This is an optimization exercise on Yosys and OpenROAD, whose aim is small area, not a production implementation. RTL that was checked went through simulation tests only; none was proved equivalent to the original. No functional check of the RTL was part of runs 2 and 3.

==> design/flow/design.v <==
`timescale 1ns / 1ps
module rp_acq (
    input clk,
    input rst_n,
    input [31:0] gpio_data,
    input [13:0] adc_dat_a_in,
    input ext_trig,
    output [7:0] led_o,
    output [31:0] BRAM_write_address,
    output [31:0] BRAM_write_data,
    output [3:0] BRAM_wren
);
    reg c_st;             
    reg c_prev;           
    reg c_start;          
    reg [23:0] samples;
    reg [23:0] reps;
    reg [5:0] hops;       
    always @(posedge clk) begin
        c_prev <= rst_n & gpio_data[31];
        if (!rst_n) begin
            c_st <= 1'b0;
            c_start <= 1'b0;
            samples <= 24'd0;
            reps <= 24'd0;
            hops <= 6'd0;
        end else begin
            c_st <= ~c_st & (gpio_data[31] ^ c_prev);
            c_start <= c_st & (gpio_data[30:24] == 7'b0000001);
            if (c_st && gpio_data[30:25] == 6'b111110) samples <= gpio_data[23:0];
            if (c_st && gpio_data[30:25] == 6'b111111) reps <= gpio_data[23:0];
            if (c_st && gpio_data[30:25] == 6'b111101) hops <= gpio_data[5:0];
        end
    end
    reg [1:0] st;
    reg last_trig;
    reg [2:0] pc;         
    reg [23:0] slat;      
    reg [23:0] rcnt;      
    reg [13:0] x;         
    reg [24:0] widx;      
    wire run = st[1] & st[0];
    wire [25:0] wc;
    wire [24:0] winc;
    assign wc[0] = 1'b1;
    genvar gi;
    generate for (gi = 0; gi < 25; gi = gi + 1) begin : g_winc
        assign winc[gi] = widx[gi] ^ wc[gi];
        assign wc[gi + 1] = widx[gi] & wc[gi];
    end endgenerate
    wire last = (winc[23:0] == slat);
    wire [24:0] rb;
    wire [23:0] rdec;
    assign rb[0] = 1'b1;
    generate for (gi = 0; gi < 24; gi = gi + 1) begin : g_rdec
        assign rdec[gi] = rcnt[gi] ^ rb[gi];
        assign rb[gi + 1] = rb[gi] & ~rcnt[gi];
    end endgenerate
    always @(posedge clk) begin
        last_trig <= ext_trig;
        if (!rst_n) begin
            st <= 2'd0;
            x <= 14'h1fff;
        end else begin
            case (st)
                2'd0: begin
                    rcnt <= reps;
                    if (c_start) st <= 2'd1;
                end
                2'd1: begin
                    pc <= 3'd0;
                    if (rcnt == 24'd0) st <= 2'd0;
                    else if (ext_trig & ~last_trig) st <= 2'd2;
                end
                2'd2: begin
                    if (pc == 3'd5) begin
                        st <= 2'd3;
                        slat <= samples;
                        x <= {adc_dat_a_in[13], ~adc_dat_a_in[12:0]};
                    end else begin
                        pc <= pc + 3'd1;
                    end
                end
                2'd3: begin
                    x <= {adc_dat_a_in[13], ~adc_dat_a_in[12:0]};
                    if (last) begin
                        st <= 2'd1;
                        rcnt <= rdec;
                    end
                end
            endcase
        end
    end
    always @(posedge clk) begin
        if (rst_n & run) widx <= winc;
        else widx <= {25{1'b1}};
    end
    reg [5:0] ph;         
    reg [5:0] ph1;        
    wire [6:0] pcy;
    wire [5:0] pnext;
    assign pcy[0] = 1'b0;
    generate for (gi = 0; gi < 6; gi = gi + 1) begin : g_ph
        assign pnext[gi] = ph[gi] ^ hops[gi] ^ pcy[gi];
        assign pcy[gi + 1] = (ph[gi] & hops[gi]) | (ph[gi] & pcy[gi]) | (hops[gi] & pcy[gi]);
    end endgenerate
    always @(posedge clk) begin
        if (!rst_n) ph <= 6'd0;
        else ph <= pnext;
        ph1 <= ph;
    end
    reg [14:0] mag;
    always @(*) begin
        case (ph1[4:0])
            5'd0: mag = 15'd0;
            5'd1: mag = 15'd1636;
            5'd2: mag = 15'd3255;
            5'd3: mag = 15'd4842;
            5'd4: mag = 15'd6380;
            5'd5: mag = 15'd7855;
            5'd6: mag = 15'd9251;
            5'd7: mag = 15'd10555;
            5'd8: mag = 15'd11753;
            5'd9: mag = 15'd12834;
            5'd10: mag = 15'd13787;
            5'd11: mag = 15'd14602;
            5'd12: mag = 15'd15271;
            5'd13: mag = 15'd15787;
            5'd14: mag = 15'd16146;
            5'd15: mag = 15'd16343;
            5'd16: mag = 15'd16384;
            5'd17: mag = 15'd16302;
            5'd18: mag = 15'd16057;
            5'd19: mag = 15'd15652;
            5'd20: mag = 15'd15091;
            5'd21: mag = 15'd14378;
            5'd22: mag = 15'd13522;
            5'd23: mag = 15'd12531;
            5'd24: mag = 15'd11415;
            5'd25: mag = 15'd10184;
            5'd26: mag = 15'd8852;
            5'd27: mag = 15'd7432;
            5'd28: mag = 15'd5937;
            5'd29: mag = 15'd4383;
            5'd30: mag = 15'd2785;
            5'd31: mag = 15'd1159;
        endcase
    end
    wire s = ph1[5];
    wire [14:0] xb = {x, 1'b0};
    wire one0 = xb[1] ^ xb[0];
    wire two0 = (xb[2] & ~xb[1] & ~xb[0]) | (~xb[2] & xb[1] & xb[0]);
    wire neg0 = xb[2] ^ s;
    wire one1 = xb[3] ^ xb[2];
    wire two1 = (xb[4] & ~xb[3] & ~xb[2]) | (~xb[4] & xb[3] & xb[2]);
    wire neg1 = xb[4] ^ s;
    wire one2 = xb[5] ^ xb[4];
    wire two2 = (xb[6] & ~xb[5] & ~xb[4]) | (~xb[6] & xb[5] & xb[4]);
    wire neg2 = xb[6] ^ s;
    wire one3 = xb[7] ^ xb[6];
    wire two3 = (xb[8] & ~xb[7] & ~xb[6]) | (~xb[8] & xb[7] & xb[6]);
    wire neg3 = xb[8] ^ s;
    wire one4 = xb[9] ^ xb[8];
    wire two4 = (xb[10] & ~xb[9] & ~xb[8]) | (~xb[10] & xb[9] & xb[8]);
    wire neg4 = xb[10] ^ s;
    wire one5 = xb[11] ^ xb[10];
    wire two5 = (xb[12] & ~xb[11] & ~xb[10]) | (~xb[12] & xb[11] & xb[10]);
    wire neg5 = xb[12] ^ s;
    wire one6 = xb[13] ^ xb[12];
    wire two6 = (xb[14] & ~xb[13] & ~xb[12]) | (~xb[14] & xb[13] & xb[12]);
    wire neg6 = xb[14] ^ s;
    wire w0 = ((one0 & mag[0]) | (two0 & 1'b0)) ^ neg0;
    wire w1 = ((one0 & mag[1]) | (two0 & mag[0])) ^ neg0;
    wire w2 = ((one0 & mag[2]) | (two0 & mag[1])) ^ neg0;
    wire w3 = ((one0 & mag[3]) | (two0 & mag[2])) ^ neg0;
    wire w4 = ((one0 & mag[4]) | (two0 & mag[3])) ^ neg0;
    wire w5 = ((one0 & mag[5]) | (two0 & mag[4])) ^ neg0;
    wire w6 = ((one0 & mag[6]) | (two0 & mag[5])) ^ neg0;
    wire w7 = ((one0 & mag[7]) | (two0 & mag[6])) ^ neg0;
    wire w8 = ((one0 & mag[8]) | (two0 & mag[7])) ^ neg0;
    wire w9 = ((one0 & mag[9]) | (two0 & mag[8])) ^ neg0;
    wire w10 = ((one0 & mag[10]) | (two0 & mag[9])) ^ neg0;
    wire w11 = ((one0 & mag[11]) | (two0 & mag[10])) ^ neg0;
    wire w12 = ((one0 & mag[12]) | (two0 & mag[11])) ^ neg0;
    wire w13 = ((one0 & mag[13]) | (two0 & mag[12])) ^ neg0;
    wire w14 = ((one0 & mag[14]) | (two0 & mag[13])) ^ neg0;
    wire w15 = ((one0 & 1'b0) | (two0 & mag[14])) ^ neg0;
    wire w16 = ~neg0;
    wire w17 = ((one1 & mag[0]) | (two1 & 1'b0)) ^ neg1;
    wire w18 = ((one1 & mag[1]) | (two1 & mag[0])) ^ neg1;
    wire w19 = ((one1 & mag[2]) | (two1 & mag[1])) ^ neg1;
    wire w20 = ((one1 & mag[3]) | (two1 & mag[2])) ^ neg1;
    wire w21 = ((one1 & mag[4]) | (two1 & mag[3])) ^ neg1;
    wire w22 = ((one1 & mag[5]) | (two1 & mag[4])) ^ neg1;
    wire w23 = ((one1 & mag[6]) | (two1 & mag[5])) ^ neg1;
    wire w24 = ((one1 & mag[7]) | (two1 & mag[6])) ^ neg1;
    wire w25 = ((one1 & mag[8]) | (two1 & mag[7])) ^ neg1;
    wire w26 = ((one1 & mag[9]) | (two1 & mag[8])) ^ neg1;
    wire w27 = ((one1 & mag[10]) | (two1 & mag[9])) ^ neg1;
    wire w28 = ((one1 & mag[11]) | (two1 & mag[10])) ^ neg1;
    wire w29 = ((one1 & mag[12]) | (two1 & mag[11])) ^ neg1;
    wire w30 = ((one1 & mag[13]) | (two1 & mag[12])) ^ neg1;
    wire w31 = ((one1 & mag[14]) | (two1 & mag[13])) ^ neg1;
    wire w32 = ((one1 & 1'b0) | (two1 & mag[14])) ^ neg1;
    wire w33 = ~neg1;
    wire w34 = ((one2 & mag[0]) | (two2 & 1'b0)) ^ neg2;
    wire w35 = ((one2 & mag[1]) | (two2 & mag[0])) ^ neg2;
    wire w36 = ((one2 & mag[2]) | (two2 & mag[1])) ^ neg2;
    wire w37 = ((one2 & mag[3]) | (two2 & mag[2])) ^ neg2;
    wire w38 = ((one2 & mag[4]) | (two2 & mag[3])) ^ neg2;
    wire w39 = ((one2 & mag[5]) | (two2 & mag[4])) ^ neg2;
    wire w40 = ((one2 & mag[6]) | (two2 & mag[5])) ^ neg2;
    wire w41 = ((one2 & mag[7]) | (two2 & mag[6])) ^ neg2;
    wire w42 = ((one2 & mag[8]) | (two2 & mag[7])) ^ neg2;
    wire w43 = ((one2 & mag[9]) | (two2 & mag[8])) ^ neg2;
    wire w44 = ((one2 & mag[10]) | (two2 & mag[9])) ^ neg2;
    wire w45 = ((one2 & mag[11]) | (two2 & mag[10])) ^ neg2;
    wire w46 = ((one2 & mag[12]) | (two2 & mag[11])) ^ neg2;
    wire w47 = ((one2 & mag[13]) | (two2 & mag[12])) ^ neg2;
    wire w48 = ((one2 & mag[14]) | (two2 & mag[13])) ^ neg2;
    wire w49 = ((one2 & 1'b0) | (two2 & mag[14])) ^ neg2;
    wire w50 = ~neg2;
    wire w51 = ((one3 & mag[0]) | (two3 & 1'b0)) ^ neg3;
    wire w52 = ((one3 & mag[1]) | (two3 & mag[0])) ^ neg3;
    wire w53 = ((one3 & mag[2]) | (two3 & mag[1])) ^ neg3;
    wire w54 = ((one3 & mag[3]) | (two3 & mag[2])) ^ neg3;
    wire w55 = ((one3 & mag[4]) | (two3 & mag[3])) ^ neg3;
    wire w56 = ((one3 & mag[5]) | (two3 & mag[4])) ^ neg3;
    wire w57 = ((one3 & mag[6]) | (two3 & mag[5])) ^ neg3;
    wire w58 = ((one3 & mag[7]) | (two3 & mag[6])) ^ neg3;
    wire w59 = ((one3 & mag[8]) | (two3 & mag[7])) ^ neg3;
    wire w60 = ((one3 & mag[9]) | (two3 & mag[8])) ^ neg3;
    wire w61 = ((one3 & mag[10]) | (two3 & mag[9])) ^ neg3;
    wire w62 = ((one3 & mag[11]) | (two3 & mag[10])) ^ neg3;
    wire w63 = ((one3 & mag[12]) | (two3 & mag[11])) ^ neg3;
    wire w64 = ((one3 & mag[13]) | (two3 & mag[12])) ^ neg3;
    wire w65 = ((one3 & mag[14]) | (two3 & mag[13])) ^ neg3;
    wire w66 = ((one3 & 1'b0) | (two3 & mag[14])) ^ neg3;
    wire w67 = ~neg3;
    wire w68 = ((one4 & mag[0]) | (two4 & 1'b0)) ^ neg4;
    wire w69 = ((one4 & mag[1]) | (two4 & mag[0])) ^ neg4;
    wire w70 = ((one4 & mag[2]) | (two4 & mag[1])) ^ neg4;
    wire w71 = ((one4 & mag[3]) | (two4 & mag[2])) ^ neg4;
    wire w72 = ((one4 & mag[4]) | (two4 & mag[3])) ^ neg4;
    wire w73 = ((one4 & mag[5]) | (two4 & mag[4])) ^ neg4;
    wire w74 = ((one4 & mag[6]) | (two4 & mag[5])) ^ neg4;
    wire w75 = ((one4 & mag[7]) | (two4 & mag[6])) ^ neg4;
    wire w76 = ((one4 & mag[8]) | (two4 & mag[7])) ^ neg4;
    wire w77 = ((one4 & mag[9]) | (two4 & mag[8])) ^ neg4;
    wire w78 = ((one4 & mag[10]) | (two4 & mag[9])) ^ neg4;
    wire w79 = ((one4 & mag[11]) | (two4 & mag[10])) ^ neg4;
    wire w80 = ((one4 & mag[12]) | (two4 & mag[11])) ^ neg4;
    wire w81 = ((one4 & mag[13]) | (two4 & mag[12])) ^ neg4;
    wire w82 = ((one4 & mag[14]) | (two4 & mag[13])) ^ neg4;
    wire w83 = ((one4 & 1'b0) | (two4 & mag[14])) ^ neg4;
    wire w84 = ~neg4;
    wire w85 = ((one5 & mag[0]) | (two5 & 1'b0)) ^ neg5;
    wire w86 = ((one5 & mag[1]) | (two5 & mag[0])) ^ neg5;
    wire w87 = ((one5 & mag[2]) | (two5 & mag[1])) ^ neg5;
    wire w88 = ((one5 & mag[3]) | (two5 & mag[2])) ^ neg5;
    wire w89 = ((one5 & mag[4]) | (two5 & mag[3])) ^ neg5;
    wire w90 = ((one5 & mag[5]) | (two5 & mag[4])) ^ neg5;
    wire w91 = ((one5 & mag[6]) | (two5 & mag[5])) ^ neg5;
    wire w92 = ((one5 & mag[7]) | (two5 & mag[6])) ^ neg5;
    wire w93 = ((one5 & mag[8]) | (two5 & mag[7])) ^ neg5;
    wire w94 = ((one5 & mag[9]) | (two5 & mag[8])) ^ neg5;
    wire w95 = ((one5 & mag[10]) | (two5 & mag[9])) ^ neg5;
    wire w96 = ((one5 & mag[11]) | (two5 & mag[10])) ^ neg5;
    wire w97 = ((one5 & mag[12]) | (two5 & mag[11])) ^ neg5;
    wire w98 = ((one5 & mag[13]) | (two5 & mag[12])) ^ neg5;
    wire w99 = ((one5 & mag[14]) | (two5 & mag[13])) ^ neg5;
    wire w100 = ((one5 & 1'b0) | (two5 & mag[14])) ^ neg5;
    wire w101 = ~neg5;
    wire w102 = ((one6 & mag[0]) | (two6 & 1'b0)) ^ neg6;
    wire w103 = ((one6 & mag[1]) | (two6 & mag[0])) ^ neg6;
    wire w104 = ((one6 & mag[2]) | (two6 & mag[1])) ^ neg6;
    wire w105 = ((one6 & mag[3]) | (two6 & mag[2])) ^ neg6;
    wire w106 = ((one6 & mag[4]) | (two6 & mag[3])) ^ neg6;
    wire w107 = ((one6 & mag[5]) | (two6 & mag[4])) ^ neg6;
    wire w108 = ((one6 & mag[6]) | (two6 & mag[5])) ^ neg6;
    wire w109 = ((one6 & mag[7]) | (two6 & mag[6])) ^ neg6;
    wire w110 = ((one6 & mag[8]) | (two6 & mag[7])) ^ neg6;
    wire w111 = ((one6 & mag[9]) | (two6 & mag[8])) ^ neg6;
    wire w112 = ((one6 & mag[10]) | (two6 & mag[9])) ^ neg6;
    wire w113 = ((one6 & mag[11]) | (two6 & mag[10])) ^ neg6;
    wire w114 = ((one6 & mag[12]) | (two6 & mag[11])) ^ neg6;
    wire w115 = ((one6 & mag[13]) | (two6 & mag[12])) ^ neg6;
    wire w116 = ((one6 & mag[14]) | (two6 & mag[13])) ^ neg6;
    wire w117 = ((one6 & 1'b0) | (two6 & mag[14])) ^ neg6;
    wire w118 = ~neg6;
    wire w119 = neg5 ^ w10;
    wire w120 = neg5 & w10;
    wire w121 = w11 ^ w26;
    wire w122 = w11 & w26;
    wire w123 = neg6 ^ w12 ^ w27;
    wire w124 = (neg6 & w12) | (neg6 & w27) | (w12 & w27);
    wire w125 = w42 ^ w57;
    wire w126 = w42 & w57;
    wire w127 = w13 ^ w28 ^ w43;
    wire w128 = (w13 & w28) | (w13 & w43) | (w28 & w43);
    wire w129 = w58 ^ w73;
    wire w130 = w58 & w73;
    wire w131 = w14 ^ w29 ^ w44;
    wire w132 = (w14 & w29) | (w14 & w44) | (w29 & w44);
    wire w133 = w59 ^ w74;
    wire w134 = w59 & w74;
    wire w135 = w15 ^ w30 ^ w45;
    wire w136 = (w15 & w30) | (w15 & w45) | (w30 & w45);
    wire w137 = w60 ^ w75;
    wire w138 = w60 & w75;
    wire w139 = neg0 ^ w31 ^ w46;
    wire w140 = (neg0 & w31) | (neg0 & w46) | (w31 & w46);
    wire w141 = w61 ^ w76;
    wire w142 = w61 & w76;
    wire w143 = neg0 ^ w32 ^ w47;
    wire w144 = (neg0 & w32) | (neg0 & w47) | (w32 & w47);
    wire w145 = w62 ^ w77;
    wire w146 = w62 & w77;
    wire w147 = w16 ^ w33 ^ w48;
    wire w148 = (w16 & w33) | (w16 & w48) | (w33 & w48);
    wire w149 = w63 ^ w78;
    wire w150 = w63 & w78;
    wire w151 = 1'b1 ^ w49 ^ w64;
    wire w152 = (1'b1 & w49) | (1'b1 & w64) | (w49 & w64);
    wire w153 = neg3 ^ w6;
    wire w154 = neg3 & w6;
    wire w155 = w7 ^ w22;
    wire w156 = w7 & w22;
    wire w157 = neg4 ^ w8 ^ w23;
    wire w158 = (neg4 & w8) | (neg4 & w23) | (w8 & w23);
    wire w159 = w38 ^ w53;
    wire w160 = w38 & w53;
    wire w161 = w9 ^ w24 ^ w39;
    wire w162 = (w9 & w24) | (w9 & w39) | (w24 & w39);
    wire w163 = w54 ^ w69;
    wire w164 = w54 & w69;
    wire w165 = w25 ^ w40 ^ w55;
    wire w166 = (w25 & w40) | (w25 & w55) | (w40 & w55);
    wire w167 = w70 ^ w85 ^ w119;
    wire w168 = (w70 & w85) | (w70 & w119) | (w85 & w119);
    wire w169 = w41 ^ w56 ^ w71;
    wire w170 = (w41 & w56) | (w41 & w71) | (w56 & w71);
    wire w171 = w86 ^ w120 ^ w121;
    wire w172 = (w86 & w120) | (w86 & w121) | (w120 & w121);
    wire w173 = w72 ^ w87 ^ w102;
    wire w174 = (w72 & w87) | (w72 & w102) | (w87 & w102);
    wire w175 = w122 ^ w125 ^ w123;
    wire w176 = (w122 & w125) | (w122 & w123) | (w125 & w123);
    wire w177 = w88 ^ w103 ^ w126;
    wire w178 = (w88 & w103) | (w88 & w126) | (w103 & w126);
    wire w179 = w129 ^ w124 ^ w127;
    wire w180 = (w129 & w124) | (w129 & w127) | (w124 & w127);
    wire w181 = w89 ^ w104 ^ w130;
    wire w182 = (w89 & w104) | (w89 & w130) | (w104 & w130);
    wire w183 = w133 ^ w128 ^ w131;
    wire w184 = (w133 & w128) | (w133 & w131) | (w128 & w131);
    wire w185 = w90 ^ w105 ^ w134;
    wire w186 = (w90 & w105) | (w90 & w134) | (w105 & w134);
    wire w187 = w137 ^ w132 ^ w135;
    wire w188 = (w137 & w132) | (w137 & w135) | (w132 & w135);
    wire w189 = w91 ^ w106 ^ w138;
    wire w190 = (w91 & w106) | (w91 & w138) | (w106 & w138);
    wire w191 = w141 ^ w136 ^ w139;
    wire w192 = (w141 & w136) | (w141 & w139) | (w136 & w139);
    wire w193 = w92 ^ w107 ^ w142;
    wire w194 = (w92 & w107) | (w92 & w142) | (w107 & w142);
    wire w195 = w145 ^ w140 ^ w143;
    wire w196 = (w145 & w140) | (w145 & w143) | (w140 & w143);
    wire w197 = w93 ^ w108 ^ w146;
    wire w198 = (w93 & w108) | (w93 & w146) | (w108 & w146);
    wire w199 = w149 ^ w144 ^ w147;
    wire w200 = (w149 & w144) | (w149 & w147) | (w144 & w147);
    wire w201 = w79 ^ w94 ^ w109;
    wire w202 = (w79 & w94) | (w79 & w109) | (w94 & w109);
    wire w203 = w150 ^ w148 ^ w151;
    wire w204 = (w150 & w148) | (w150 & w151) | (w148 & w151);
    wire w205 = w50 ^ w65 ^ w80;
    wire w206 = (w50 & w65) | (w50 & w80) | (w65 & w80);
    wire w207 = w95 ^ w110 ^ w152;
    wire w208 = (w95 & w110) | (w95 & w152) | (w110 & w152);
    wire w209 = 1'b1 ^ w66 ^ w81;
    wire w210 = (1'b1 & w66) | (1'b1 & w81) | (w66 & w81);
    wire w211 = w96 ^ w111;
    wire w212 = w96 & w111;
    wire w213 = w67 ^ w82 ^ w97;
    wire w214 = (w67 & w82) | (w67 & w97) | (w82 & w97);
    wire w215 = 1'b1 ^ w83;
    wire w216 = 1'b1 & w83;
    wire w217 = neg2 ^ w4;
    wire w218 = neg2 & w4;
    wire w219 = w5 ^ w20;
    wire w220 = w5 & w20;
    wire w221 = w21 ^ w36 ^ w51;
    wire w222 = (w21 & w36) | (w21 & w51) | (w36 & w51);
    wire w223 = w37 ^ w52 ^ w154;
    wire w224 = (w37 & w52) | (w37 & w154) | (w52 & w154);
    wire w225 = w68 ^ w156 ^ w159;
    wire w226 = (w68 & w156) | (w68 & w159) | (w156 & w159);
    wire w227 = w160 ^ w163 ^ w158;
    wire w228 = (w160 & w163) | (w160 & w158) | (w163 & w158);
    wire w229 = w164 ^ w162 ^ w165;
    wire w230 = (w164 & w162) | (w164 & w165) | (w162 & w165);
    wire w231 = w166 ^ w169 ^ w168;
    wire w232 = (w166 & w169) | (w166 & w168) | (w169 & w168);
    wire w233 = w170 ^ w173 ^ w172;
    wire w234 = (w170 & w173) | (w170 & w172) | (w173 & w172);
    wire w235 = w174 ^ w177 ^ w176;
    wire w236 = (w174 & w177) | (w174 & w176) | (w177 & w176);
    wire w237 = w178 ^ w181 ^ w180;
    wire w238 = (w178 & w181) | (w178 & w180) | (w181 & w180);
    wire w239 = w182 ^ w185 ^ w184;
    wire w240 = (w182 & w185) | (w182 & w184) | (w185 & w184);
    wire w241 = w186 ^ w189 ^ w188;
    wire w242 = (w186 & w189) | (w186 & w188) | (w189 & w188);
    wire w243 = w190 ^ w193 ^ w192;
    wire w244 = (w190 & w193) | (w190 & w192) | (w193 & w192);
    wire w245 = w194 ^ w197 ^ w196;
    wire w246 = (w194 & w197) | (w194 & w196) | (w197 & w196);
    wire w247 = w201 ^ w198 ^ w200;
    wire w248 = (w201 & w198) | (w201 & w200) | (w198 & w200);
    wire w249 = w202 ^ w205 ^ w204;
    wire w250 = (w202 & w205) | (w202 & w204) | (w205 & w204);
    wire w251 = w211 ^ w206 ^ w209;
    wire w252 = (w211 & w206) | (w211 & w209) | (w206 & w209);
    wire w253 = w112 ^ w212 ^ w210;
    wire w254 = (w112 & w212) | (w112 & w210) | (w212 & w210);
    wire w255 = w98 ^ w113 ^ w215;
    wire w256 = (w98 & w113) | (w98 & w215) | (w113 & w215);
    wire w257 = w84 ^ w99 ^ w114;
    wire w258 = (w84 & w99) | (w84 & w114) | (w99 & w114);
    wire w259 = 1'b1 ^ w100;
    wire w260 = 1'b1 & w100;
    wire w261 = neg1 ^ w2;
    wire w262 = neg1 & w2;
    wire w263 = w3 ^ w18;
    wire w264 = w3 & w18;
    wire w265 = w19 ^ w34 ^ w217;
    wire w266 = (w19 & w34) | (w19 & w217) | (w34 & w217);
    wire w267 = w35 ^ w218 ^ w219;
    wire w268 = (w35 & w218) | (w35 & w219) | (w218 & w219);
    wire w269 = w220 ^ w153 ^ w221;
    wire w270 = (w220 & w153) | (w220 & w221) | (w153 & w221);
    wire w271 = w155 ^ w222 ^ w223;
    wire w272 = (w155 & w222) | (w155 & w223) | (w222 & w223);
    wire w273 = w157 ^ w224 ^ w225;
    wire w274 = (w157 & w224) | (w157 & w225) | (w224 & w225);
    wire w275 = w161 ^ w226 ^ w227;
    wire w276 = (w161 & w226) | (w161 & w227) | (w226 & w227);
    wire w277 = w167 ^ w228 ^ w229;
    wire w278 = (w167 & w228) | (w167 & w229) | (w228 & w229);
    wire w279 = w171 ^ w230 ^ w231;
    wire w280 = (w171 & w230) | (w171 & w231) | (w230 & w231);
    wire w281 = w175 ^ w232 ^ w233;
    wire w282 = (w175 & w232) | (w175 & w233) | (w232 & w233);
    wire w283 = w179 ^ w234 ^ w235;
    wire w284 = (w179 & w234) | (w179 & w235) | (w234 & w235);
    wire w285 = w183 ^ w236 ^ w237;
    wire w286 = (w183 & w236) | (w183 & w237) | (w236 & w237);
    wire w287 = w187 ^ w238 ^ w239;
    wire w288 = (w187 & w238) | (w187 & w239) | (w238 & w239);
    wire w289 = w191 ^ w240 ^ w241;
    wire w290 = (w191 & w240) | (w191 & w241) | (w240 & w241);
    wire w291 = w195 ^ w242 ^ w243;
    wire w292 = (w195 & w242) | (w195 & w243) | (w242 & w243);
    wire w293 = w199 ^ w244 ^ w245;
    wire w294 = (w199 & w244) | (w199 & w245) | (w244 & w245);
    wire w295 = w203 ^ w246 ^ w247;
    wire w296 = (w203 & w246) | (w203 & w247) | (w246 & w247);
    wire w297 = w207 ^ w248 ^ w249;
    wire w298 = (w207 & w248) | (w207 & w249) | (w248 & w249);
    wire w299 = w208 ^ w251 ^ w250;
    wire w300 = (w208 & w251) | (w208 & w250) | (w251 & w250);
    wire w301 = w213 ^ w252 ^ w253;
    wire w302 = (w213 & w252) | (w213 & w253) | (w252 & w253);
    wire w303 = w214 ^ w255 ^ w254;
    wire w304 = (w214 & w255) | (w214 & w254) | (w255 & w254);
    wire w305 = w216 ^ w257 ^ w256;
    wire w306 = (w216 & w257) | (w216 & w256) | (w257 & w256);
    wire w307 = w115 ^ w259 ^ w258;
    wire w308 = (w115 & w259) | (w115 & w258) | (w259 & w258);
    wire w309 = w101 ^ w116 ^ w260;
    wire w310 = (w101 & w116) | (w101 & w260) | (w116 & w260);
    wire w311 = 1'b1 ^ w117;
    wire w312 = 1'b1 & w117;
    wire w313 = neg0 ^ w0;
    wire w314 = neg0 & w0;
    wire w315 = w1 ^ w314;
    wire w316 = w1 & w314;
    wire w317 = w17 ^ w261 ^ w316;
    wire w318 = (w17 & w261) | (w17 & w316) | (w261 & w316);
    wire w319 = w262 ^ w263 ^ w318;
    wire w320 = (w262 & w263) | (w262 & w318) | (w263 & w318);
    wire w321 = w264 ^ w265 ^ w320;
    wire w322 = (w264 & w265) | (w264 & w320) | (w265 & w320);
    wire w323 = w266 ^ w267 ^ w322;
    wire w324 = (w266 & w267) | (w266 & w322) | (w267 & w322);
    wire w325 = w268 ^ w269 ^ w324;
    wire w326 = (w268 & w269) | (w268 & w324) | (w269 & w324);
    wire w327 = w270 ^ w271 ^ w326;
    wire w328 = (w270 & w271) | (w270 & w326) | (w271 & w326);
    wire w329 = w272 ^ w273 ^ w328;
    wire w330 = (w272 & w273) | (w272 & w328) | (w273 & w328);
    wire w331 = w274 ^ w275;
    wire w332 = w274 & w275;
    wire w333 = w276 ^ w277 ^ w332;
    wire w334 = (w276 & w277) | (w276 & w332) | (w277 & w332);
    wire w335 = w278 ^ w279 ^ w334;
    wire w336 = (w278 & w279) | (w278 & w334) | (w279 & w334);
    wire w337 = w280 ^ w281 ^ w336;
    wire w338 = (w280 & w281) | (w280 & w336) | (w281 & w336);
    wire w339 = w282 ^ w283 ^ w338;
    wire w340 = (w282 & w283) | (w282 & w338) | (w283 & w338);
    wire w341 = w331 ^ w330;
    wire w342 = w330 & w331;
    wire w343 = w333 ^ w342;
    wire w344 = w331 & w333;
    wire w345 = w330 & w344;
    wire w346 = w335 ^ w345;
    wire w347 = w344 & w335;
    wire w348 = w330 & w347;
    wire w349 = w337 ^ w348;
    wire w350 = w347 & w337;
    wire w351 = w330 & w350;
    wire w352 = w339 ^ w351;
    wire w353 = w350 & w339;
    wire w354 = w330 & w353;
    wire w355 = w340 | w354;
    wire w356 = w284 ^ w285;
    wire w357 = w284 & w285;
    wire w358 = w286 ^ w287 ^ w357;
    wire w359 = (w286 & w287) | (w286 & w357) | (w287 & w357);
    wire w360 = w288 ^ w289 ^ w359;
    wire w361 = (w288 & w289) | (w288 & w359) | (w289 & w359);
    wire w362 = w290 ^ w291 ^ w361;
    wire w363 = (w290 & w291) | (w290 & w361) | (w291 & w361);
    wire w364 = w292 ^ w293 ^ w363;
    wire w365 = (w292 & w293) | (w292 & w363) | (w293 & w363);
    wire w366 = w356 ^ w355;
    wire w367 = w355 & w356;
    wire w368 = w358 ^ w367;
    wire w369 = w356 & w358;
    wire w370 = w355 & w369;
    wire w371 = w360 ^ w370;
    wire w372 = w369 & w360;
    wire w373 = w355 & w372;
    wire w374 = w362 ^ w373;
    wire w375 = w372 & w362;
    wire w376 = w355 & w375;
    wire w377 = w364 ^ w376;
    wire w378 = w375 & w364;
    wire w379 = w355 & w378;
    wire w380 = w365 | w379;
    wire w381 = w294 ^ w295;
    wire w382 = w294 & w295;
    wire w383 = w296 ^ w297 ^ w382;
    wire w384 = (w296 & w297) | (w296 & w382) | (w297 & w382);
    wire w385 = w298 ^ w299 ^ w384;
    wire w386 = (w298 & w299) | (w298 & w384) | (w299 & w384);
    wire w387 = w301 ^ w300 ^ w386;
    wire w388 = (w301 & w300) | (w301 & w386) | (w300 & w386);
    wire w389 = w302 ^ w303 ^ w388;
    wire w390 = (w302 & w303) | (w302 & w388) | (w303 & w388);
    wire w391 = w381 ^ w380;
    wire w392 = w380 & w381;
    wire w393 = w383 ^ w392;
    wire w394 = w381 & w383;
    wire w395 = w380 & w394;
    wire w396 = w385 ^ w395;
    wire w397 = w394 & w385;
    wire w398 = w380 & w397;
    wire w399 = w387 ^ w398;
    wire w400 = w397 & w387;
    wire w401 = w380 & w400;
    wire w402 = w389 ^ w401;
    wire w403 = w400 & w389;
    wire w404 = w380 & w403;
    wire w405 = w390 | w404;
    wire w406 = w305 ^ w304;
    wire w407 = w305 & w304;
    wire w408 = w307 ^ w306 ^ w407;
    wire w409 = (w307 & w306) | (w307 & w407) | (w306 & w407);
    wire w410 = w309 ^ w308 ^ w409;
    wire w411 = (w309 & w308) | (w309 & w409) | (w308 & w409);
    wire w412 = w311 ^ w310 ^ w411;
    wire w413 = (w311 & w310) | (w311 & w411) | (w310 & w411);
    wire w414 = w118 ^ w312 ^ w413;
    wire w415 = (w118 & w312) | (w118 & w413) | (w312 & w413);
    wire w416 = w406 ^ w405;
    wire w417 = w405 & w406;
    wire w418 = w408 ^ w417;
    wire w419 = w406 & w408;
    wire w420 = w405 & w419;
    wire w421 = w410 ^ w420;
    wire w422 = w419 & w410;
    wire w423 = w405 & w422;
    wire w424 = w412 ^ w423;
    wire w425 = w422 & w412;
    wire w426 = w405 & w425;
    wire w427 = w414 ^ w426;
    wire w428 = w425 & w414;
    wire [28:0] pm = {w427, w424, w421, w418, w416, w402, w399, w396, w393, w391, w377, w374, w371, w368, w366, w352, w349, w346, w343, w341, w329, w327, w325, w323, w321, w319, w317, w315, w313};
    reg [28:0] prod;
    always @(posedge clk) prod <= pm;
    assign led_o = {6'd0, st};
    assign BRAM_wren = {4{run}};
    assign BRAM_write_address = {{5{widx[24]}}, widx, 2'b00};
    assign BRAM_write_data = {{3{prod[28]}}, prod};
endmodule
==> design/flow/flow/run.sh <==
#!/bin/bash
# Own layout flow: the standard synthesis, then the combinational logic
# between the standard synthesis's registers and adder cells is re-mapped for
# area with ABC (registers, full and half adders and tie cells are kept as
# they are), then the standard layout with a minimum-size buffer on every
# port.  Each tool writes its full output to a log file in this folder.
set -euo pipefail
W=$PWD
F=$W/flow
R=$W/orfs/results/${FLOW_PLATFORM}/rp_acq/base
YOSYS=${FLOW_HOME}/../tools/install/yosys/bin/yosys
[ -x "$YOSYS" ] || YOSYS=yosys
LIB=${FLOW_HOME}/platforms/${FLOW_PLATFORM}/lib/sky130_fd_sc_hd__tt_025C_1v80.lib

bash standard.sh synth > $W/log_1_standard_synth.log 2>&1
cp $R/1_2_yosys.v $W/standard_synth.v

python3 $F/reopt.py $W/standard_synth.v $W/reopt_in.v > $W/log_2_reopt_py.log 2>&1
$YOSYS -p "read_liberty -lib $LIB; read_verilog $W/reopt_in.v; hierarchy -top ${FLOW_TOP}; opt -purge; techmap; opt -fast; abc -liberty $LIB -dont_use *probe* -dont_use *lpflow* -script $F/reopt.abc; opt_clean -purge; setundef -zero; hilomap -singleton -hicell sky130_fd_sc_hd__conb_1 HI -locell sky130_fd_sc_hd__conb_1 LO; splitnets; opt_clean -purge; check; stat -liberty $LIB; write_verilog -noattr -nohex -nodec $W/reopt_out.v" > $W/log_3_reopt_yosys.log 2>&1
cp $W/reopt_out.v $R/1_2_yosys.v

bash standard.sh BUFFER_PORTS_ARGS="-buffer_cell sky130_fd_sc_hd__buf_1" finish > $W/log_4_standard_layout.log 2>&1
==> design/flow/flow/libfunc.py <==
"""Read combinational cell functions from the sky130hd liberty file and turn
an ABC-mapped gate netlist into Verilog assign statements."""
import re

def lib_functions(path):
    txt = open(path).read()
    funcs = {}
    for m in re.finditer(r'\n\s*cell\s*\(\s*"?(\w+)"?\s*\)\s*\{', txt):
        name = m.group(1)
        start = m.end()
        nxt = txt.find('\n    cell (', start)
        body = txt[start:nxt if nxt > 0 else len(txt)]
        outs = {}
        for pm in re.finditer(r'pin\s*\(\s*"?(\w+)"?\s*\)\s*\{', body):
            pb = body[pm.end():pm.end() + 4000]
            d = re.search(r'direction\s*:\s*"?(\w+)"?', pb)
            f = re.search(r'function\s*:\s*"([^"]*)"', pb)
            if d and d.group(1) == 'output' and f:
                outs[pm.group(1)] = f.group(1)
        if outs:
            funcs[name] = outs
    return funcs

def to_verilog_expr(f, pins):
    # liberty: ! not, & or space and, | or + or, ^ xor
    e = f.replace('!', '~').replace('+', '|')
    e = re.sub(r'\)\s+\(', ')&(', e)
    e = re.sub(r'(\w)\s+(\w)', r'\1&\2', e)
    e = re.sub(r'(\w)\s+\(', r'\1&(', e)
    e = re.sub(r'\)\s+(\w)', r')&\1', e)
    e = re.sub(r'\b([A-Z]\w*)\b', lambda m: '(%s)' % pins[m.group(1)] if m.group(1) in pins else m.group(0), e)
    return e

import subprocess, os, tempfile
ABC = '/OpenROAD-flow-scripts/tools/install/yosys/bin/yosys-abc'
LIB = '/OpenROAD-flow-scripts/flow/platforms/sky130hd/lib/sky130_fd_sc_hd__tt_025C_1v80.lib'
DONT = ['sky130_fd_sc_hd__probe_p_8', 'sky130_fd_sc_hd__probec_p_8']

def abc_map(blif_text, script, prefix):
    """Optimize and map a BLIF with ABC; return (verilog assign lines, area)."""
    d = tempfile.mkdtemp()
    fi = os.path.join(d, 'in.blif'); fo = os.path.join(d, 'out.blif')
    open(fi, 'w').write(blif_text)
    cmd = 'read_lib -w %s; read %s; %s; print_stats; write_blif %s' % (LIB, fi, script, fo)
    r = subprocess.run([ABC, '-c', cmd], capture_output=True, text=True)
    area = re.findall(r'area\s*=\s*([0-9.]+)', r.stdout)
    funcs = lib_functions(LIB)
    lines = []
    txt = open(fo).read().replace('\\\n', ' ')
    n = 0
    for ln in txt.split('\n'):
        ln = ln.strip()
        if ln.startswith('.gate'):
            parts = ln.split()[1:]
            cell = parts[0]
            pins = dict(p.split('=') for p in parts[1:])
            outs = funcs[cell]
            for op, f in outs.items():
                if op in pins:
                    lines.append('    assign %s = %s;' % (pins[op], to_verilog_expr(f, pins)))
        elif ln.startswith('.names'):
            parts = ln.split()[1:]
            lines.append(('NAMES', parts))
    # handle .names (constants / buffers) simply
    out = []
    tl = txt.split('\n')
    i = 0
    while i < len(tl):
        ln = tl[i].strip()
        if ln.startswith('.names'):
            parts = ln.split()[1:]
            rows = []
            i += 1
            while i < len(tl) and tl[i].strip() and not tl[i].strip().startswith('.'):
                rows.append(tl[i].strip()); i += 1
            if len(parts) == 1:
                out.append("    assign %s = 1'b%d;" % (parts[0], 1 if rows and rows[0] == '1' else 0))
            elif len(parts) == 2 and rows in (['1 1'],):
                out.append('    assign %s = %s;' % (parts[1], parts[0]))
            elif len(parts) == 2 and rows in (['0 1'],):
                out.append('    assign %s = ~%s;' % (parts[1], parts[0]))
            else:
                raise Exception('names %s %s' % (parts, rows))
            continue
        i += 1
    return [l for l in lines if not isinstance(l, tuple)] + out, float(area[-1]) if area else None
==> design/flow/flow/reopt.abc <==
strash
&get -n
&dch
&nf -a
&put
==> design/flow/flow/reopt.py <==
#!/usr/bin/env python3
"""Turn a mapped sky130 netlist (flat, one module) into Verilog where the
combinational single-output cells become assign statements, while flip-flops,
full/half adders and tie cells stay as cell instances.  Also normalizes full
adders whose inputs are mostly inverted (FA(~a,~b,c) = ~FA(a,b,~c)).
usage: reopt.py in.v out.v"""
import re, sys
sys.path.insert(0, __file__.rsplit('/', 1)[0])
import libfunc

KEEP = re.compile(r'sky130_fd_sc_hd__(fa|ha|dfxtp|edfxtp|dfrtp|conb|dfstp|sdf|edf)')

def parse(net):
    m = re.search(r'module\s+(\w+)\s*\((.*?)\);(.*)endmodule', net, re.S)
    top, ports, body = m.group(1), m.group(2), m.group(3)
    stmts = [s.strip() for s in body.split(';')]
    return top, ports, stmts

def main(fi, fo):
    net = open(fi).read()
    funcs = libfunc.lib_functions(libfunc.LIB)
    top, ports, stmts = parse(net)
    out = ['module %s(%s);' % (top, ports)]
    for s in stmts:
        if not s:
            continue
        mi = re.match(r'(sky130_fd_sc_hd__\w+)\s+(\S+)\s*\((.*)\)$', s, re.S)
        if mi and not KEEP.match(mi.group(1)):
            cell = mi.group(1)
            pins = dict((a, b.strip() + (' ' if b.strip().startswith('\\') else '')) for a, b in re.findall(r'\.(\w+)\(([^()]*)\)', mi.group(3)))
            for op, f in funcs[cell].items():
                if op in pins and pins[op]:
                    out.append('  assign %s = %s;' % (pins[op], libfunc.to_verilog_expr(f, pins)))
        else:
            out.append('  ' + s + ' ;')
    out.append('endmodule')
    open(fo, 'w').write('\n'.join(out) + '\n')

if __name__ == '__main__':
    main(sys.argv[1], sys.argv[2])
==> design/flow/standard.sh <==
#!/bin/bash
# synth_recipe.tcl (not shown) runs the flow's synth.tcl, then flattens the netlist and writes it again
# the make line also repeats each setting of config.mk as NAME=value (left out here)
make -C /OpenROAD-flow-scripts/flow DESIGN_CONFIG=/design/flow/config.mk WORK_HOME=/design/flow/orfs CLKGATE_MAP_FILE= SYNTH_SCRIPT=/design/flow/synth_recipe.tcl "${@:-finish}"
==> design/flow/config.mk <==
export PLATFORM = sky130hd
export DESIGN_NAME = rp_acq
export DESIGN_NICKNAME = rp_acq
export VERILOG_FILES = /design/flow/design.v
export SDC_FILE = /design/flow/constraint.sdc
export NUM_CORES = 8
export LEC_CHECK = 0
export ABC_AREA = 1
export CAP_MARGIN = 20
export CORE_MARGIN = 2
export CORE_UTILIZATION = 40
export SLEW_MARGIN = 20
==> design/flow/constraint.sdc <==
create_clock -name core_clock -period 8.0 [get_ports {clk}]
set_input_delay 1.6000 -clock core_clock [delete_from_list [all_inputs] [get_ports {clk}]]
set_output_delay 1.6000 -clock core_clock [all_outputs]
set_load 0.01 [all_outputs]
==> flow_summary.ini, run 1 <==
[run_status]
status = complete, no violations

[detailed_routing]
viasPerCell = 5.120
vias = 9681
dr.pass1.iters = 5
drc = 0
drt_iter0_markers = 672
wire_per_inst_microns = 16.37
ant_nets = 0
routed_wl_microns = 30960

[global_route]
track_usage = 0.1872
first_global_vias = 9422
overflow = 0
grt_max_degree = 55
grt_pass1_wl_microns = 50180
antenna_found_initial = 0

[sta]
setup_viol = 0
finalCritPeriodShare = 0.8943
rsz0062_at_grt = no
finalMaxSlewViolations = 0
fmax_ghz = 0.1398
skew_ns = 0.02277
worst_slack_ns = 0.8457
tightest_slew_ns = 1.034
holdWs_ns = 0.4302
final.min_clock_period_ns = 7.154
setup-tns-final_ns = 0
slew_headroom = 0.3107
hold_viol = 0

[clock_network]
cts_root_buf = clkbuf_16
cts_buffers = 24
cts_tree = built
cts.sinks = 201
clk_pin_slew_ns = 0.06
clkLatencyLatePin_ns = 0.54
post_cts_buffers = 0
cts_max_level = 1
hold_buffers = 0
clk_path_buf_depth = 3
postCtsResizedCells = 0

[final_layout]
diodes = 0
layout-drive-gt1-share = 0.05104
syn_to_final_growth_pct = 16.48
fin_nets = 1713
fill_cells = 2984

[floorplanning]
dieWidth_microns = 182.8
die_height_microns = 182.8
initial_core_util = 0.4061
io_pins = 125
rows = 65
fp.coreArea_sq_mm = 0.03147
dieArea_sq_mm = 0.03340

[yosys]
synth_warnings = 1
syn_inst = 1290
avgSynthCellArea_sq_um = 9.909
synth.cell_area_sq_mm = 0.01278

[setup_path]
worstSetupStartpointType = register
crit_fanout = 24
required_ns = 8.16
critPathCaptureType = register
critical_path_class = register to register
max_stage_delay_ns = 0.89
slowest_stage = o211a_1
cp_common_cell = ha_1
cp_data_arrival_time_ns = 7.31

[placed_design]
io_buffer_count = 116
place_ws_ns = 0.8055
routabilityCongestion = 0.8684
hpwl_microns = 23120

[hold_path]
holdCritPathClass = register to register

[job]
drv_cap = 0
layout by cell type (no fill, tap or decap), drive strengths merged, types with 3 or more instances in the layout:
master    count
a211oi        3
o21ai        84
nor4         10
nand4        10
a21oi        43
o211ai       15
dfxtp       150
a22oi       101
nand2        60
buf         148
and2          9
or2          23
clkbuf       32
fa           98
o211a         3
xor2         53
nor2b        10
edfxtp       51
o21a          3
nor3          6
conb          8
nand2b        5
a31oi         5
nand3        15
clkinv      153
xnor2       112
clkinvlp      3
ha           94
nor2        161
bufinv        4
and3          3
final timing paths:
kind	slack, ns	depth (start not counted)	endpoint	startpoint
worst max-delay path	0.85	28	rcnt[2]	widx[0]
worst min-delay path	0.43	0	slat[23]	samples[23]
worst max register to register	0.85	28	rcnt[2]	widx[0]
worst min register to register	0.43	0	slat[23]	samples[23]
critical path, delay by kind of cell, from the launching register on:
family                   cells  cell delay (ns)
flip-flops                   1             0.35
AND/OR/NAND/NOR              2             0.40
adder cells (fa/ha/maj)     23             4.31
XOR/XNOR                     1             0.17
AO/OA/AOI/OAI                2             1.54
sequential cells by signal (all words and copies together) (netlist names), 2 cells and up:
signal   flops
ph           6
samples     24
mag         15
prod        29
st           2
x           14
pc           3
slat        24
hops         6
reps        24
widx        25
rcnt        24
metrics by stage:
stage | std cells | utilization | area [sq um]
global route | 1891 | 0.4731 | 14890
CTS | 1890 | 0.4724 | 14870
detailed placement | 1847 | 0.4454 | 14020
floorplan | 1297 | - | 12810
finish | 1891 | 0.4731 | 14890
global placement | 1847 | 0.4454 | 14020
metal layers:
metal,global-route usage,wire length (microns)
met2,0.3022,14170
met1,0.2636,14380
met3,0.03118,1865
met5,0,0
met4,0.04452,538
cell type report:
class	instances	area, sq um	share of cell area
multi-input combinational	948	7755	0.5208
timing repair buffer	149	691.9	0.04647
tap	402	503.0	0.03378
inverter	148	555.5	0.03731
sequential	201	4534	0.3045
clock buffer	31	658.1	0.04420
clock inverter	12	191.4	0.01286
==> run 2, diff against run 1 <==
--- a/design/flow/design.v
+++ b/design/flow/design.v
@@ -16,3 +16,3 @@
     reg [23:0] samples;
-    reg [23:0] reps;
+    reg [23:0] repsn;     
     reg [5:0] hops;       
@@ -24,3 +24,3 @@
             samples <= 24'd0;
-            reps <= 24'd0;
+            repsn <= 24'hffffff;
             hops <= 6'd0;
@@ -30,3 +30,3 @@
             if (c_st && gpio_data[30:25] == 6'b111110) samples <= gpio_data[23:0];
-            if (c_st && gpio_data[30:25] == 6'b111111) reps <= gpio_data[23:0];
+            if (c_st && gpio_data[30:25] == 6'b111111) repsn <= ~gpio_data[23:0];
             if (c_st && gpio_data[30:25] == 6'b111101) hops <= gpio_data[5:0];
@@ -38,4 +38,4 @@
     reg [23:0] slat;      
-    reg [23:0] rcnt;      
-    reg [13:0] x;         
+    reg [23:0] rcn;       
+    reg [13:0] xr;        
     reg [24:0] widx;      
@@ -55,5 +55,6 @@
     generate for (gi = 0; gi < 24; gi = gi + 1) begin : g_rdec
-        assign rdec[gi] = rcnt[gi] ^ rb[gi];
-        assign rb[gi + 1] = rb[gi] & ~rcnt[gi];
+        assign rdec[gi] = rcn[gi] ^ rb[gi];
+        assign rb[gi + 1] = rcn[gi] & rb[gi];
     end endgenerate
+    wire pc_last = pc[2] & ~pc[1];
     always @(posedge clk) begin
@@ -62,3 +63,3 @@
             st <= 2'd0;
-            x <= 14'h1fff;
+            xr <= 14'd0;
         end else begin
@@ -66,3 +67,3 @@
                 2'd0: begin
-                    rcnt <= reps;
+                    rcn <= repsn;
                     if (c_start) st <= 2'd1;
@@ -71,3 +72,3 @@
                     pc <= 3'd0;
-                    if (rcnt == 24'd0) st <= 2'd0;
+                    if (&rcn) st <= 2'd0;
                     else if (ext_trig & ~last_trig) st <= 2'd2;
@@ -75,8 +76,7 @@
                 2'd2: begin
-                    if (pc == 3'd5) begin
+                    pc <= {pc[1:0], ~pc[2]};
+                    if (pc_last) begin
                         st <= 2'd3;
                         slat <= samples;
-                        x <= {adc_dat_a_in[13], ~adc_dat_a_in[12:0]};
-                    end else begin
-                        pc <= pc + 3'd1;
+                        xr <= adc_dat_a_in;
                     end
@@ -84,6 +84,6 @@
                 2'd3: begin
-                    x <= {adc_dat_a_in[13], ~adc_dat_a_in[12:0]};
+                    xr <= adc_dat_a_in;
                     if (last) begin
                         st <= 2'd1;
-                        rcnt <= rdec;
+                        rcn <= rdec;
                     end
@@ -99,2 +99,3 @@
     reg [5:0] ph1;        
+    wire [13:0] x = {xr[13], ~xr[12:0]};    
     wire [6:0] pcy;
@@ -111,39 +112,23 @@
     end
-    reg [14:0] mag;
-    always @(*) begin
-        case (ph1[4:0])
-            5'd0: mag = 15'd0;
-            5'd1: mag = 15'd1636;
-            5'd2: mag = 15'd3255;
-            5'd3: mag = 15'd4842;
-            5'd4: mag = 15'd6380;
-            5'd5: mag = 15'd7855;
-            5'd6: mag = 15'd9251;
-            5'd7: mag = 15'd10555;
-            5'd8: mag = 15'd11753;
-            5'd9: mag = 15'd12834;
-            5'd10: mag = 15'd13787;
-            5'd11: mag = 15'd14602;
-            5'd12: mag = 15'd15271;
-            5'd13: mag = 15'd15787;
-            5'd14: mag = 15'd16146;
-            5'd15: mag = 15'd16343;
-            5'd16: mag = 15'd16384;
-            5'd17: mag = 15'd16302;
-            5'd18: mag = 15'd16057;
-            5'd19: mag = 15'd15652;
-            5'd20: mag = 15'd15091;
-            5'd21: mag = 15'd14378;
-            5'd22: mag = 15'd13522;
-            5'd23: mag = 15'd12531;
-            5'd24: mag = 15'd11415;
-            5'd25: mag = 15'd10184;
-            5'd26: mag = 15'd8852;
-            5'd27: mag = 15'd7432;
-            5'd28: mag = 15'd5937;
-            5'd29: mag = 15'd4383;
-            5'd30: mag = 15'd2785;
-            5'd31: mag = 15'd1159;
-        endcase
-    end
+    wire [31:0] pdec;
+    genvar gp;
+    generate for (gp = 0; gp < 32; gp = gp + 1) begin : g_pdec
+        assign pdec[gp] = (ph1[4:0] == gp);
+    end endgenerate
+    wire [14:0] mag;
+    assign mag[0] = |(pdec & 32'hf194b5e4);
+    assign mag[1] = |(pdec & 32'ha1f2feec);
+    assign mag[2] = |(pdec & 32'ha50a9036);
+    assign mag[3] = |(pdec & 32'h2a262db8);
+    assign mag[4] = |(pdec & 32'h35d4c484);
+    assign mag[5] = |(pdec & 32'h50be33fe);
+    assign mag[6] = |(pdec & 32'h42d0851a);
+    assign mag[7] = |(pdec & 32'hc7d6b53c);
+    assign mag[8] = |(pdec & 32'h3a0afd80);
+    assign mag[9] = |(pdec & 32'h5616d22a);
+    assign mag[10] = |(pdec & 32'h9b4ee566);
+    assign mag[11] = |(pdec & 32'h493ef9b4);
+    assign mag[12] = |(pdec & 32'h38fefe38);
+    assign mag[13] = |(pdec & 32'h07feffc0);
+    assign mag[14] = |(pdec & 32'h00010000);
     wire s = ph1[5];
==> design/flow/flow/reopt.py (replaced) <==
#!/usr/bin/env python3
"""Prepare a mapped sky130 netlist (flat, one module) for re-mapping its
combinational logic: single-output combinational cells become assign
statements; flip-flops, full/half adders and tie cells stay as instances.
Full adders with two or three inverted inputs are flipped
(FA(~a,~b,~c) = ~FA(a,b,c)), so the inverters can cancel; half adders with
an unused output become a plain gate.
usage: reopt.py in.v out.v"""
import re, sys
sys.path.insert(0, __file__.rsplit('/', 1)[0])
import libfunc

KEEP = re.compile(r'sky130_fd_sc_hd__(fa|ha|dfxtp|edfxtp|dfrtp|conb|dfstp|sdf|edf)')
INV = re.compile(r'sky130_fd_sc_hd__(inv|clkinv)_\d+$')

def esc(n):
    return n + ' ' if n.startswith('\\') else n

def main(fi, fo):
    net = open(fi).read()
    funcs = libfunc.lib_functions(libfunc.LIB)
    m = re.search(r'module\s+(\w+)\s*\((.*?)\);(.*)endmodule', net, re.S)
    top, ports, body = m.group(1), m.group(2), m.group(3)
    stmts = [s.strip() for s in body.split(';') if s.strip()]
    cells = []   # [type, name, pins dict] or None for plain statements
    other = []
    for s in stmts:
        mi = re.match(r'(sky130_fd_sc_hd__\w+)\s+(\S+)\s*\((.*)\)$', s, re.S)
        if mi:
            pins = dict((a, b.strip()) for a, b in re.findall(r'\.(\w+)\(([^()]*)\)', mi.group(3)))
            cells.append([mi.group(1), mi.group(2), pins])
        else:
            other.append(s)
    outpins = ('X', 'Y', 'Q', 'Q_N', 'SUM', 'COUT', 'HI', 'LO')
    use = {}
    for t, n, p in cells:
        for k, v in p.items():
            if k not in outpins and v:
                use[v] = use.get(v, 0) + 1
    for s in other:
        if s.startswith('assign'):
            rhs = s.split('=', 1)[1]
            for v in re.findall(r'(\\\S+|[A-Za-z_][\w$]*(?:\s*\[\d+\])?)', rhs):
                v = v.strip()
                use[v] = use.get(v, 0) + 1
    inv_of = {}
    for t, n, p in cells:
        if INV.match(t):
            inv_of[p['Y']] = p['A']
    extra = []
    wires = []
    cnt = [0]
    def newnet():
        cnt[0] += 1
        w = 'reopt_n%d' % cnt[0]
        wires.append(w)
        return w
    # Choose a polarity for every full adder (flipped: it gets complemented
    # inputs and gives complemented outputs) to need as few inverters as
    # possible.  A net's value is traced back through inverters to a base
    # net; a base driven by other logic is taken to be free in either
    # polarity, one driven by a flip-flop or half adder is true only.
    drv = {}
    for i, (t, n, p) in enumerate(cells):
        for k, v in p.items():
            if k in outpins and v:
                drv[v] = i
    def base(v):
        r = 0
        while v in inv_of:
            v = inv_of[v]; r ^= 1
        return v, r
    fas = [i for i, c in enumerate(cells) if re.match(r'sky130_fd_sc_hd__fa_\d', c[0])]
    fa_idx = dict((i, j) for j, i in enumerate(fas))
    pol = [0] * len(fas)
    # requirements: base -> list of (kind, fa index or None, parity)
    req = {}
    for i, (t, n, p) in enumerate(cells):
        if INV.match(t):
            continue
        generic = not KEEP.match(t)
        for k, v in p.items():
            if k in outpins or not v:
                continue
            b, r = base(v)
            if i in fa_idx:
                req.setdefault(b, []).append((fa_idx[i], r))
            elif not generic:
                req.setdefault(b, []).append((None, r))
    for s_ in other:
        if s_.startswith('assign'):
            rhs = s_.split('=', 1)[1].strip()
            b, r = base(rhs)
            req.setdefault(b, []).append((None, r))
    def src_pol(b):
        j = drv.get(b)
        if j is None:
            return 0
        if j in fa_idx:
            return ('fa', fa_idx[j])
        if KEEP.match(cells[j][0]):
            return 0
        return None   # generic logic: free
    bases = list(req.keys())
    bsrc = dict((b, src_pol(b)) for b in bases)
    def cost_of(b):
        sp = bsrc[b]
        if sp is None:
            return 0
        have = pol[sp[1]] if isinstance(sp, tuple) else 0
        need = set((r ^ (pol[j] if j is not None else 0)) for j, r in req[b])
        return 1 if any(x != have for x in need) else 0
    touch = {}
    for b in bases:
        sp = bsrc[b]
        if isinstance(sp, tuple):
            touch.setdefault(sp[1], set()).add(b)
        for j, r in req[b]:
            if j is not None:
                touch.setdefault(j, set()).add(b)
    improved = True
    rounds = 0
    while improved and rounds < 50:
        improved = False
        rounds += 1
        for j in range(len(fas)):
            bs = touch.get(j, ())
            before = sum(cost_of(b) for b in bs)
            pol[j] ^= 1
            after = sum(cost_of(b) for b in bs)
            if after < before:
                improved = True
            else:
                pol[j] ^= 1
    flips = 0
    for j, i in enumerate(fas):
        if not pol[j]:
            continue
        flips += 1
        t, n, p = cells[i]
        new = []
        for k in ('A', 'B', 'CIN'):
            w = newnet()
            extra.append('assign %s = ~%s;' % (w, esc(p[k])))
            p[k] = w
        for k in ('SUM', 'COUT'):
            o = p.get(k, '')
            if o:
                w = newnet()
                extra.append('assign %s = ~%s;' % (esc(o), w))
                p[k] = w
    out = ['module %s(%s);' % (top, ports)]
    for s in other:
        out.append('  ' + s + ' ;')
    for w in wires:
        out.append('  wire %s;' % w)
    ha_fixed = 0
    for t, n, p in cells:
        if re.match(r'sky130_fd_sc_hd__ha_\d', t):
            s_, c_ = p.get('SUM', ''), p.get('COUT', '')
            if not s_ or use.get(s_, 0) == 0:
                out.append('  assign %s = %s & %s;' % (esc(c_), esc(p['A']), esc(p['B'])))
                ha_fixed += 1
                continue
            if not c_ or use.get(c_, 0) == 0:
                out.append('  assign %s = %s ^ %s;' % (esc(s_), esc(p['A']), esc(p['B'])))
                ha_fixed += 1
                continue
        if KEEP.match(t):
            out.append('  %s %s (%s);' % (t, n, ', '.join('.%s(%s)' % (k, esc(v)) for k, v in p.items())))
            continue
        pe = dict((k, esc(v)) for k, v in p.items())
        for op, f in funcs[t].items():
            if op in p and p[op]:
                out.append('  assign %s = %s;' % (pe[op], libfunc.to_verilog_expr(f, pe)))
    for s in extra:
        out.append('  ' + s)
    out.append('endmodule')
    open(fo, 'w').write('\n'.join(out) + '\n')
    print('full adders flipped: %d, half adders made plain gates: %d' % (flips, ha_fixed))

if __name__ == '__main__':
    main(sys.argv[1], sys.argv[2])
==> flow_summary.ini, run 2 <==
[detailed_routing]
dr.pass1.iters = 5
viasPerCell = 5.304
routed_wl_microns = 32420
vias = 9542
wire_per_inst_microns = 18.02
drc = 0
drt_iter0_markers = 645
ant_nets = 0

[setup_path]
reg2regPathDepth = 25
max_stage_delay_ns = 0.63
ff2ff_setup_slack_ns = 0.39
r2r-start = ph1[3]
critPathCaptureType = register
endpoint = prod[28]
crit_family = adder cells
crit_cells = 25
cp_data_arrival_time_ns = 7.94
slowest_stage = or4_1
startpoint = ph1[3]
r2r_end = prod[28]
crit_buf_inv = 5
required_ns = 8.33
worstSetupStartpointType = register
critical_path_class = register to register
crit_fanout = 11
cp_common_cell = fa_1

[placed_design]
routabilityCongestion = 0.9234
place_ws_ns = 0.1245
dp.cells = 1767
hpwl_microns = 25460
io_buffer_count = 116

[clock_network]
cts_buffers = 17
clk_pin_slew_ns = 0.07
cts_tree = built
post_cts_buffers = 0
clk_path_buf_depth = 2
cts_max_level = 4
clkLatencyLatePin_ns = 0.46
cts.sinks = 191
cts_root_buf = clkbuf_16

[final_layout]
top_regs = prod (29), widx (25)
fin_nets = 1614
layout-drive-gt1-share = 0.08553
largest_register_ffs = 29
syn_to_final_growth_pct = 17.99
mostFrequentLayoutCells = dfxtp_1, nor2_1, xnor2_1
registers.top_by_ff_count = prod
layout_commonest_cell = dfxtp_1
diodes = 0
instances_no_fill = 1799

[sta]
skew_ns = 0.02195
slew_headroom = 0.3212
finalMaxSlewViolations = 0
rsz0062_at_grt = no
fmax_ghz = 0.1313
finalCritPeriodShare = 0.9517
hold_viol = 0
holdWs_ns = 0.3562
worst_slack_ns = 0.3861
final.min_clock_period_ns = 7.614
setup-tns-final_ns = 0
setup_viol = 0
tightest_slew_ns = 1.015

[job]
drv_cap = 0

[yosys]
synth_warnings = 1
synth.cell_area_sq_mm = 0.01226
syn_inst = 1178
avgSynthCellArea_sq_um = 10.40

[floorplanning]
fp.coreArea_sq_mm = 0.03035
dieWidth_microns = 179.1
die_height_microns = 179.1
initial_core_util = 0.4039
io_pins = 125
dieArea_sq_mm = 0.03206
rows = 64

[global_route]
track_usage = 0.2105
first_global_vias = 9524
overflow = 0
antenna_found_initial = 0
grt_max_degree = 49
grt_pass1_wl_microns = 51520

[run_status]
status = complete, no violations

[hold_path]
hp-start = ph[0]
hold_depth = 0
holdCritPathClass = register to register
==> run 2: changes by cell type in the layout (fill, tap and decap cells not counted), moves of 16 or more <==
cell,delta
buf_4,+37
o21ai_0,-19
o22ai_1,+59
a21oi_1,-24
xnor2_1,+19
nor2_1,-27
clkinv_1,-100
mux2_1,+22
ha_1,-16
xor2_1,-16
a22oi_1,-70
==> run 2: cell type report <==
| class | instances | area (sq um) |
|---|---|---|
| flip-flops and latches | 191 | 4338 |
| fillers | 2871 | 15890 |
| repair buffers | 186 | 974.7 |
| multi-input cells | 945 | 7866 |
| inverters | 49 | 183.9 |
| clock buffers | 18 | 429.2 |
| well taps | 396 | 495.5 |
| clock inverters | 14 | 173.9 |
==> run 2: what timing repair did <==
action	4_1_cts	5_1_grt
endpoints found under the setup margin	0	8
gates resized for setup	0	8
hold buffers	0	0
==> run 2: metrics by stage <==
stage | cell area (sq um) | util
after floorplan | 12280 | -
after global placement | 13830 | 0.4557
after detailed placement | 13830 | 0.4557
after CTS | 14430 | 0.4756
after global routing | 14460 | 0.4765
final | 14460 | 0.4765
==> run 2: layer usage <==
metal,track usage,vias to the layer above,routed length [microns]
met3,0.04283,53,1449
li1,-,4592,-
met4,0.08198,0,981
met1,0.2586,4641,13880
met2,0.3619,256,16110
met5,0,-,0
==> run 2: worst min-delay path by stage <==
stage,endpoint,slack [ns]
6_report,ph1[0],0.36
5_1_grt,ph1[0],0.37
4_1_cts,ph1[0],0.36
3_5_place_dp,ph1[0],0.35
3_3_place_gp,ph1[5],0.35
2_1_floorplan,ph1[0],0.33
==> run 3, diff against run 2 <==
--- a/design/flow/flow/run.sh
+++ b/design/flow/flow/run.sh
@@ -21,2 +21,3 @@
 
-bash standard.sh BUFFER_PORTS_ARGS="-buffer_cell sky130_fd_sc_hd__buf_1" finish > $W/log_4_standard_layout.log 2>&1
+CTS="-sink_clustering_enable -repair_clock_nets -dont_use_dummy_load -buf_list sky130_fd_sc_hd__clkbuf_8 -sink_clustering_size 30 -sink_clustering_max_diameter 60"
+bash standard.sh BUFFER_PORTS_ARGS="-buffer_cell sky130_fd_sc_hd__buf_1" CTS_ARGS="$CTS" finish > $W/log_4_standard_layout.log 2>&1
==> flow_summary.ini, run 3 <==
[global_route]
track_usage = 0.2092
antenna_found_initial = 0
first_global_vias = 9475
overflow = 0
grt_pass1_wl_microns = 51240
grt_max_degree = 49

[clock_network]
cts_buffers = 17
cts_max_level = 4
clk_path_buf_depth = 2
clk_pin_slew_ns = 0.06
cts.sinks = 191
clkLatencyLatePin_ns = 0.48
hold_buffers = 0
cts_tree = built
post_cts_buffers = 0
cts_root_buf = clkbuf_8

[hold_path]
hp-start = ph[0]
holdCritPathClass = register to register
whs_endpoint = ph1[0]
hold_depth = 0

[placed_design]
io_buffer_count = 116
hpwl_microns = 25460
routabilityCongestion = 0.9234
placed_cell_area_sq_mm = 0.01383

[setup_path]
critPathCaptureType = register
r2r-start = ph1[3]
worstSetupStartpointType = register
crit_fanout = 11
r2r_end = prod[28]
required_ns = 8.33
reg2regPathDepth = 25
startpoint = ph1[3]
cp_data_arrival_time_ns = 7.99
ff2ff_setup_slack_ns = 0.34
critical_path_class = register to register

[yosys]
syn_inst = 1178
synth.cell_area_sq_mm = 0.01226
avgSynthCellArea_sq_um = 10.40
synth_warnings = 1

[detailed_routing]
ant_nets = 0
wire_per_inst_microns = 18.07
vias = 9490
routed_wl_microns = 32230
dr.pass1.iters = 5
drc = 0
viasPerCell = 5.320
drt_iter0_markers = 653

[final_layout]
stdcell_area_sq_mm = 0.01409
syn_to_final_growth_pct = 14.98
layout_commonest_cell = dfxtp_1
layout-drive-gt1-share = 0.07637
fin_util = 0.4643
mostFrequentLayoutCells = dfxtp_1, nor2_1, xnor2_1
top_regs = prod (29), widx (25)
largest_register_ffs = 29
diodes = 0
fin_nets = 1614
registers.top_by_ff_count = prod

[sta]
setup_viol = 0
skew_ns = 0.04026
finalMaxSlewViolations = 0
hold_viol = 0
finalCritPeriodShare = 0.9573
rsz0062_at_grt = no
fmax_ghz = 0.1306
final.min_clock_period_ns = 7.659
slew_headroom = 0.3327
setup-tns-final_ns = 0
tightest_slew_ns = 0.9972

[floorplanning]
die_height_microns = 179.1
rows = 64
fp.coreArea_sq_mm = 0.03035
initial_core_util = 0.4039
dieArea_sq_mm = 0.03206
dieWidth_microns = 179.1
io_pins = 125

[run_status]
status = complete, no violations

[job]
drv_cap = 0
-- run 3: changes by cell type in the layout (fill, tap and decap cells not counted), sizes merged --
cell,change
clkinvlp,-1
clkinv,-6
bufinv,-1
inv,-6
clkbuf,-1
-- run 3: metal layers --
layer | up-vias | GRT usage | wire length (microns)
li1 | 4578 | - | -
met4 | 0 | 0.08774 | 1090
met3 | 62 | 0.03584 | 1353
met2 | 243 | 0.3591 | 15880
met1 | 4607 | 0.2591 | 13910
met5 | - | 0 | 0
-- run 3: repair_timing --
action | in CTS | in global routing
endpoints found under the hold margin | 0 | 0
gates resized for setup | 0 | 8
setup endpoints to repair | 0 | 7
-- run 3: worst max path at each step --
| stage | endpoint | slack [ns] | cells past startpoint |
|---|---|---|---|
| finish | prod[28] | 0.34 | 25 |
| global route | prod[28] | 0.02 | 25 |
| CTS | prod[28] | 0.07 | 26 |
| detailed placement | prod[28] | 0.12 | 26 |
| global placement | prod[25] | 0.22 | 25 |
| floorplan | prod[28] | 0.07 | 22 |
-- run 3: final cells by class --
class | count | area [sq um]
fillers | 2906 | 16260
multi-input cells | 945 | 7866
flip-flops and latches | 191 | 4338
repair buffers | 186 | 974.7
well taps | 396 | 495.5
clock buffers | 17 | 234.0
inverters | 49 | 183.9
-- run 3: worst max-delay path: stages, from the launching register on --
cell      delay, ns
dfxtp_1        0.43
buf_4          0.22
and3_1         0.22
nand2_1        0.18
o21ai_1        0.17
or4_1          0.64
a22oi_1        0.26
xnor2_1        0.16
fa_1           0.47
fa_1           0.48
fa_1           0.52
fa_1           0.49
clkinv_1       0.06
ha_1           0.14
clkinv_1       0.08
fa_1           0.45
fa_1           0.46
fa_1           0.44
fa_1           0.44
clkinv_1       0.07
a31oi_1        0.15
or3_1          0.41
o21ai_0        0.18
buf_4          0.15
nand3_1        0.11
xnor2_1        0.15
-- run 3: per-stage QoR --
stage / setup slack [ns] / std cells / hold slack, ns
after global routing: 0.01746 / 1784 / 0.3645
after floorplan: 0.06668 / 1185 / 0.3345
after global placement: 0.2151 / 1767 / 0.3545
after CTS: 0.07174 / 1784 / 0.3616
final: 0.3413 / 1784 / 0.3533
after detailed placement: 0.1245 / 1767 / 0.3494

afterwards: timing with drivers on the ports:
Ports are ideal in the flow. The routed layouts listed here were re-timed in OpenROAD.
Step 1 (the two cells are an assumption about what drives the block):
set clk [get_ports {clk}]
set_driving_cell -lib_cell sky130_fd_sc_hd__clkbuf_16 $clk
set_driving_cell -lib_cell sky130_fd_sc_hd__buf_2 [delete_from_list [all_inputs] $clk]
Step 2, shift: input delay + t, output delay - t, t = (earliest + latest rising clock arrival at the registers) / 2. This alone moves slack from input paths to output paths.
a / b / c = ideal ports / drivers / drivers and shift; a / b = the first two.
run	t, ns	setup slack, ns	hold WS [ns]	slew at the worst register clock pin (ns)
run 1	0.580	0.846 / 0.846 / 0.846	0.430 / 0.430 / 0.430	0.07 / 0.07
run 2	0.495	0.386 / 0.386 / 0.386	0.356 / 0.356 / 0.356	0.09 / 0.09
run 3	0.518	0.341 / 0.341 / 0.341	0.353 / 0.353 / 0.353	0.11 / 0.11
After both steps every run listed still meets setup and hold.
